Context: an optimization exercise on an open-source flow, tuned for small area and a short achievable clock period. The choices shown serve that exercise and are no tape-out recipe.
Only simulation tests tie the RTL to the original design; equivalence was not proved.

Setup of job 2378:
Design Mesh, start of the top module:
module Mesh(
  input         clock,
  input  [7:0]  io_in_a_0_0,
  input  [7:0]  io_in_a_1_0,
  input  [7:0]  io_in_a_2_0,
  input  [7:0]  io_in_a_3_0,
  input  [7:0]  io_in_a_4_0,
  input  [7:0]  io_in_a_5_0,
  input  [7:0]  io_in_a_6_0,
  input  [7:0]  io_in_a_7_0,
  input  [19:0] io_in_b_0_0,
  input  [19:0] io_in_b_1_0,
  input  [19:0] io_in_b_2_0,
  input  [19:0] io_in_b_3_0,
  input  [19:0] io_in_b_4_0,
  input  [19:0] io_in_b_5_0,
  input  [19:0] io_in_b_6_0,
  input  [19:0] io_in_b_7_0,
  input  [19:0] io_in_d_0_0,
  input  [19:0] io_in_d_1_0,
  input  [19:0] io_in_d_2_0,
  input  [19:0] io_in_d_3_0,
  input  [19:0] io_in_d_4_0,
  input  [19:0] io_in_d_5_0,
  input  [19:0] io_in_d_6_0,
  input  [19:0] io_in_d_7_0,
  input         io_in_control_0_0_dataflow,
  input         io_in_control_0_0_propagate,
  input  [4:0]  io_in_control_0_0_shift,
  input         io_in_control_1_0_dataflow,
  input         io_in_control_1_0_propagate,
  input  [4:0]  io_in_control_1_0_shift,
  input         io_in_control_2_0_dataflow,
  input         io_in_control_2_0_propagate,
  input  [4:0]  io_in_control_2_0_shift,
  input         io_in_control_3_0_dataflow,
  input         io_in_control_3_0_propagate,
  input  [4:0]  io_in_control_3_0_shift,
  input         io_in_control_4_0_dataflow,
  input         io_in_control_4_0_propagate,
  input  [4:0]  io_in_control_4_0_shift,
  input         io_in_control_5_0_dataflow,
  input         io_in_control_5_0_propagate,
  input  [4:0]  io_in_control_5_0_shift,
  input         io_in_control_6_0_dataflow,
  input         io_in_control_6_0_propagate,
  input  [4:0]  io_in_control_6_0_shift,
  input         io_in_control_7_0_dataflow,
  input         io_in_control_7_0_propagate,
  input  [4:0]  io_in_control_7_0_shift,
  input  [2:0]  io_in_id_0_0,
  input  [2:0]  io_in_id_1_0,
  input  [2:0]  io_in_id_2_0,
  input  [2:0]  io_in_id_3_0,
  input  [2:0]  io_in_id_4_0,
  input  [2:0]  io_in_id_5_0,
  input  [2:0]  io_in_id_6_0,
  input  [2:0]  io_in_id_7_0,
  input         io_in_last_0_0,
  input         io_in_last_1_0,
  input         io_in_last_2_0,
  input         io_in_last_3_0,
  input         io_in_last_4_0,
  ...
clock: 8.5 ns
lec_check: 0
abc_area: 1
cap_margin: 20
core_margin: 2
core_utilization: 45
setup_slack_margin: 4.5
slew_margin: 20
standard.sh (not shown) runs the stock make flow with config.mk's settings and CLKGATE_MAP_FILE= SYNTH_SCRIPT=/design/flow/synth_recipe.tcl, a recipe that flattens the netlist after the stock synthesis.
==> flow/flow/run.sh <==
#!/bin/bash
# Layout flow: the standard flow (standard.sh, all steps) with these make settings:
#  - SYNTH_ARGS=-noabc: no generic ABC pass before Yosys extracts full adders, so the
#    carry-save trees keep their structure (registers and their names are unchanged)
#  - port buffers are buf_4 cells (BUFFER_PORTS_ARGS)
#  - sizing may change a cell's footprint (MATCH_CELL_FOOTPRINT=0)
#  - up to 10 antenna repair rounds after detailed routing (MAX_REPAIR_ANTENNAS_ITER_DRT)
# standard.sh's full output goes to standard.log here; ORFS's own logs are under orfs/logs.
set -euo pipefail
bash standard.sh \
  SYNTH_ARGS=-noabc \
  MATCH_CELL_FOOTPRINT=0 \
  "BUFFER_PORTS_ARGS=-buffer_cell sky130_fd_sc_hd__buf_4" \
  MAX_REPAIR_ANTENNAS_ITER_DRT=10 \
  finish > standard.log 2>&1
Job 2378 reached the final stage; the timing, design-rule and antenna checks on its layout passed.
For job 5129, these inputs were changed with respect to job 2378:
==> flow/flow/run.sh <==
#!/bin/bash
# Layout flow: the standard flow (standard.sh) with these make settings:
#  - SYNTH_ARGS=-noabc: no generic ABC pass before Yosys extracts full adders, so the
#    carry-save trees keep their structure (registers and their names are unchanged)
#  - port buffers are buf_4 cells (BUFFER_PORTS_ARGS)
#  - sizing may change a cell's footprint (MATCH_CELL_FOOTPRINT=0)
#  - up to 10 antenna repair rounds after detailed routing (MAX_REPAIR_ANTENNAS_ITER_DRT)
set -euo pipefail
GRT_SETUP_MARGIN=0.2
common=(
  SYNTH_ARGS=-noabc
  MATCH_CELL_FOOTPRINT=0
  "BUFFER_PORTS_ARGS=-buffer_cell sky130_fd_sc_hd__buf_4"
  MAX_REPAIR_ANTENNAS_ITER_DRT=10
)
bash standard.sh "${common[@]}" cts > standard_cts.log 2>&1
bash standard.sh "${common[@]}" SETUP_SLACK_MARGIN=$GRT_SETUP_MARGIN finish > standard_finish.log 2>&1
==> comparison <==
In the flow results for job 2378 and job 5129, the register share of the cell area is smaller on job 2378. Job 5129 improves on job 2378 in register-to-register slack. On first-iteration DRC count, job 2378 loses to job 5129. On area added between synthesis and finish: job 5129 sits below job 2378. When job 5129 is set beside job 2378, its ratio of final minimum period to clock period turns out to be 0.52 points smaller. Routed wire in job 5129 totals less than in job 2378. Max freq job 2378 -> job 5129: improved. A timing endpoint of the critical path of row[1].col[4].t.pe.oth[17]$_DFFE_PP_ is what job 5129 shows, while row[5].col[2].t.pe.oth[15]$_DFFE_PP_ belongs to job 2378. Re number of cells produced by synthesis: no difference whatsoever between job 5129 and job 2378. Job 5129 against job 2378: count of vias placed by the detailed router went down 16900; fraction of the core area covered by cells at the end of the flow fell by 4.4 points.
## Diff of input files: job 9642 against job 5129
==> flow/run.sh (new file) <==
#!/bin/bash
# synth_recipe.tcl (not shown) runs the flow's synth.tcl, then flattens the netlist and writes it again
# the make line also repeats each setting of config.mk as NAME=value (left out here)
make -C /OpenROAD-flow-scripts/flow DESIGN_CONFIG=/design/flow/config.mk WORK_HOME=/design/flow/orfs CLKGATE_MAP_FILE= SYNTH_SCRIPT=/design/flow/synth_recipe.tcl finish
removed: flow/flow/run.sh
removed: flow/standard.sh
Any difference in number of cells traversed by the worst hold path between job 5129 and job 9642 is small enough to ignore. Job 9642 has non-clock buffering overhead in the final layout above what job 5129 had. Job 5129 -> job 9642: die extent in y increased slightly. Compared with job 5129, in job 9642 final design utilization +4.6 points; worst-case setup margin in the final layout -0.031 ns; non-clock buffer count +2143; synthesized-area fraction occupied by ao, oa, aoi and oai cells -0.21 points.

==> what the ideal ports hide <==
The flow's constraints put no driver on any port. The routed layouts listed below were extracted and timed again, unchanged, in two steps. Step 1 sets driving cells, clkbuf_16 on the clock port and buf_2 on the other inputs (assumed; they add their load-dependent delay and slew). Step 2 adds t to the input delays and takes it off the output delays; t is the mean of the earliest and latest rising clock arrival at the registers after step 1. Input paths then give back, and output paths get back, about the clock's delay inside the block. Slacks: ideal / step 1 / step 2; pairs: ideal / step 1.
| run | t, ns | setup WS [ns] | worst hold slack (ns) | clock arrival spread, ns | slew at the worst register clock pin (ns) |
|---|---|---|---|---|---|
| job 2378 | 1.350 | 4.000 / 4.000 / 3.774 | 0.315 / 0.315 / 0.315 | 0.079 / 0.079 | 0.07 / 0.07 |
| job 5129 | 1.343 | 4.044 / 4.044 / 3.962 | 0.313 / 0.313 / 0.313 | 0.090 / 0.089 | 0.08 / 0.08 |
| job 9642 | 1.359 | 4.013 / 4.013 / 3.348 | 0.317 / 0.317 / 0.317 | 0.072 / 0.073 | 0.08 / 0.08 |
After both steps every run listed still meets setup and hold. The setup slack of job 9642, which loses most, moves by 0.000 ns with the drivers and by -0.665 ns with both steps.
